What follows belongs to an exercise in optimizing a design on an open flow for small area, a short achievable clock period and few clock cycles per item; a production flow would make more cautious choices. The RTL was checked by simulation tests, not by an equivalence proof against the original design.

## job 6402
Design fsqrt, start of the top module:
module fsqrt (
  input wire clk,
  input wire ready,
  input wire [31:0] x1,
  output reg [31:0] y_reg,
  output reg valid
  );
export LEC_CHECK = 0
export ABC_AREA = 1
export CAP_MARGIN = 20
export CORE_MARGIN = 2
export CORE_UTILIZATION = 40
export CTS_CLUSTER_DIAMETER = 150
export CTS_CLUSTER_SIZE = 40
export PLACE_DENSITY = 0.55
export SETUP_SLACK_MARGIN = 0.2
export SLEW_MARGIN = 20
export SYNTH_MEMORY_MAX_BITS = 262144
create_clock -name core_clock -period 8.0 [get_ports {clk}]
run.sh (not shown) runs the stock make flow with config.mk's settings and CLKGATE_MAP_FILE= SYNTH_SCRIPT=/design/flow/synth_recipe.tcl, a recipe that flattens the netlist after the stock synthesis.
Seen in the log of job 6402: GRT-0116 during global routing, after which the run never completed.
Testbench counts of job 6402, summed over its fixed seeds: cycles 12,000, items 12,000.
Setup changes, job 6402 to job 1640
- CORE_UTILIZATION changed from 40 to 25
- PLACE_DENSITY changed from 0.55 to 0.35
- TNS_END_PERCENT newly set to 0
- CAP_MARGIN changed from 20 to 25
- SETUP_SLACK_MARGIN changed from 0.2 to 0.0
- SLEW_MARGIN changed from 20 to 25
==> comparison <==
Job 1640 reached the final stage; the timing, design-rule and antenna checks on its layout passed. From job 6402 to job 1640 the numbers moved as follows: count of placed standard cells including taps grew by 1128; total setup buffers inserted after CTS now larger; row count has increased; final weighted congestion in routability-driven placement went down; HPWL after detailed placement increased by 58000 um relative to the old numbers. Job 1640 — effective utilization at floorplan 15 points lower, job 6402 as reference. Job 1640: total of cells resized after clock tree synthesis lower than job 6402. Going from job 6402 to job 1640, synthesized cell count held, width of the die rose by 79 um. Fraction of synthesis flops using an asynchronous set or reset pin came out exactly the same in job 6402 and job 1640.


Setup of the baseline:
fsqrt again, from the RTL that the note above started with.
// fsqrt
module fsqrt (
  input wire clk,
  input wire ready,
  input wire [31:0] x1,
  output reg [31:0] y_reg,
  output reg valid
  );
export LEC_CHECK = 0
export ABC_AREA = 1
export CAP_MARGIN = 20
export CORE_MARGIN = 2
export CORE_UTILIZATION = 30
export CTS_CLUSTER_DIAMETER = 150
export CTS_CLUSTER_SIZE = 40
export GPL_TIMING_DRIVEN = 0
export PLACE_DENSITY = 0.42
export SETUP_SLACK_MARGIN = 0.2
export SLEW_MARGIN = 20
export SYNTH_MEMORY_MAX_BITS = 262144
export TNS_END_PERCENT = 0
create_clock -name core_clock -period 8.0 [get_ports {clk}]
The baseline: it failed with a tool error in global routing, so there are no final results.
Testbench counts of the baseline, summed over its fixed seeds: cycles 12,000, items 12,000.
Changes in the candidate relative to the baseline:
Settings: TNS_END_PERCENT removed (was 0); SETUP_SLACK_MARGIN removed (was 0.2); ABC_AREA removed (was 1); CORE_UTILIZATION changed from 30 to 25; CAP_MARGIN changed from 20 to 10; GPL_TIMING_DRIVEN removed (was 0); PLACE_DENSITY changed from 0.42 to 0.35; CTS_CLUSTER_SIZE removed (was 40); SLEW_MARGIN changed from 20 to 10; CTS_CLUSTER_DIAMETER removed (was 150).
Results
Post-synthesis share of cell area spent on full adders, half adders and majority gates is lower on the baseline. Cell area after placement for the candidate: 26% up relative to the baseline. Looking at placed cell count across the baseline and the candidate, the one that comes out higher is the candidate. Of the baseline and the candidate, the higher effective utilization at floorplan belongs to the baseline. In the candidate relative to the baseline, number of unique standard cell types used by synthesis had gone up by more than a quarter. | post-synthesis instance total | the candidate vs the baseline | 890 lower |. The candidate finished every stage; the final checks, however, were not passed, the failures being negative setup slack. Going from the baseline to the candidate, die extent in y now larger, synthesized area now smaller, synthesized netlist net count now smaller, quantity of gates resized following cts now smaller.


== north ==
Starting RTL as in the previous note.
Settings: LEC_CHECK=0, ABC_AREA=1, CAP_MARGIN=20, CORE_MARGIN=2, CORE_UTILIZATION=33, CTS_CLUSTER_DIAMETER=150, CTS_CLUSTER_SIZE=40, GPL_ROUTABILITY_DRIVEN=1, PLACE_DENSITY=0.45, SETUP_SLACK_MARGIN=0.2, SLEW_MARGIN=20, SYNTH_MEMORY_MAX_BITS=262144; clock period 8.0 ns.
Testbench counts of north, summed over its fixed seeds: cycles 12,000, items 12,000.
Input-level comparison between south and north:
# north
export LEC_CHECK = 0
export ABC_AREA = 1
export CAP_MARGIN = 20
export CORE_MARGIN = 2
export CORE_UTILIZATION = 33
export CTS_CLUSTER_DIAMETER = 150
export CTS_CLUSTER_SIZE = 40
export GPL_ROUTABILITY_DRIVEN = 1
export PLACE_DENSITY = 0.45
export SETUP_SLACK_MARGIN = 0.2
export SLEW_MARGIN = 20
export SYNTH_MEMORY_MAX_BITS = 262144
create_clock -name core_clock -period 8.0 [get_ports {clk}]
# south
export LEC_CHECK = 0
export ABC_AREA = 1
export CAP_MARGIN = 25
export CORE_MARGIN = 2
export CORE_UTILIZATION = 36
export CTS_CLUSTER_DIAMETER = 150
export CTS_CLUSTER_SIZE = 40
export GPL_ROUTABILITY_DRIVEN = 1
export PLACE_DENSITY = 0.5
export SETUP_SLACK_MARGIN = 0.15
export SLEW_MARGIN = 25
export SYNTH_MEMORY_MAX_BITS = 262144
export TNS_END_PERCENT = 0
create_clock -name core_clock -period 8.0 [get_ports {clk}]
## What came out
Total clock buffers created by CTS: south vs north identical
Delta (south minus north): quantity of gates resized following cts went down 79; worst slack at placement now sits lower; area share of xor/xnor cells in the synthesized design barely changed.
south got as far as global routing, where a tool error ended the run.

port drivers added, routing unchanged:
Ports are ideal in the flow. The routed layouts listed here were re-timed in OpenROAD. Step 1 sets driving cells, clkbuf_16 on the clock port and buf_2 on the other inputs (assumed; they add their load-dependent delay and slew). Step 2 adds t to the input delays and takes it off the output delays; t is the mean of the earliest and latest rising clock arrival at the registers after step 1. Input paths then give back, and output paths get back, about the clock's delay inside the block. a / b / c = ideal ports / drivers / drivers and shift; a / b = the first two.
| run | shift t [ns] | slack for setup (ns) | worst hold slack (ns) | worst setup path after step 2 | pins driven straight from the clock port |
|---|---|---|---|---|---|
| job 1640 | 0.516 | 0.126 / 0.038 / -0.267 | 1.603 / 1.548 / 2.064 | input to register | 1 |
| the candidate | 0.446 | -0.261 / -0.324 / -0.334 | 1.643 / 1.604 / 2.050 | input to register | 1 |
| north | 0.522 | 0.138 / 0.053 / -0.171 | 1.598 / 1.542 / 2.064 | input to register | 1 |
With both steps, setup timing fails in job 1640 and north, where it was met with ideal ports. For job 1640, which loses most, drivers alone change the setup slack by -0.088 ns; drivers and shift together by -0.393 ns.
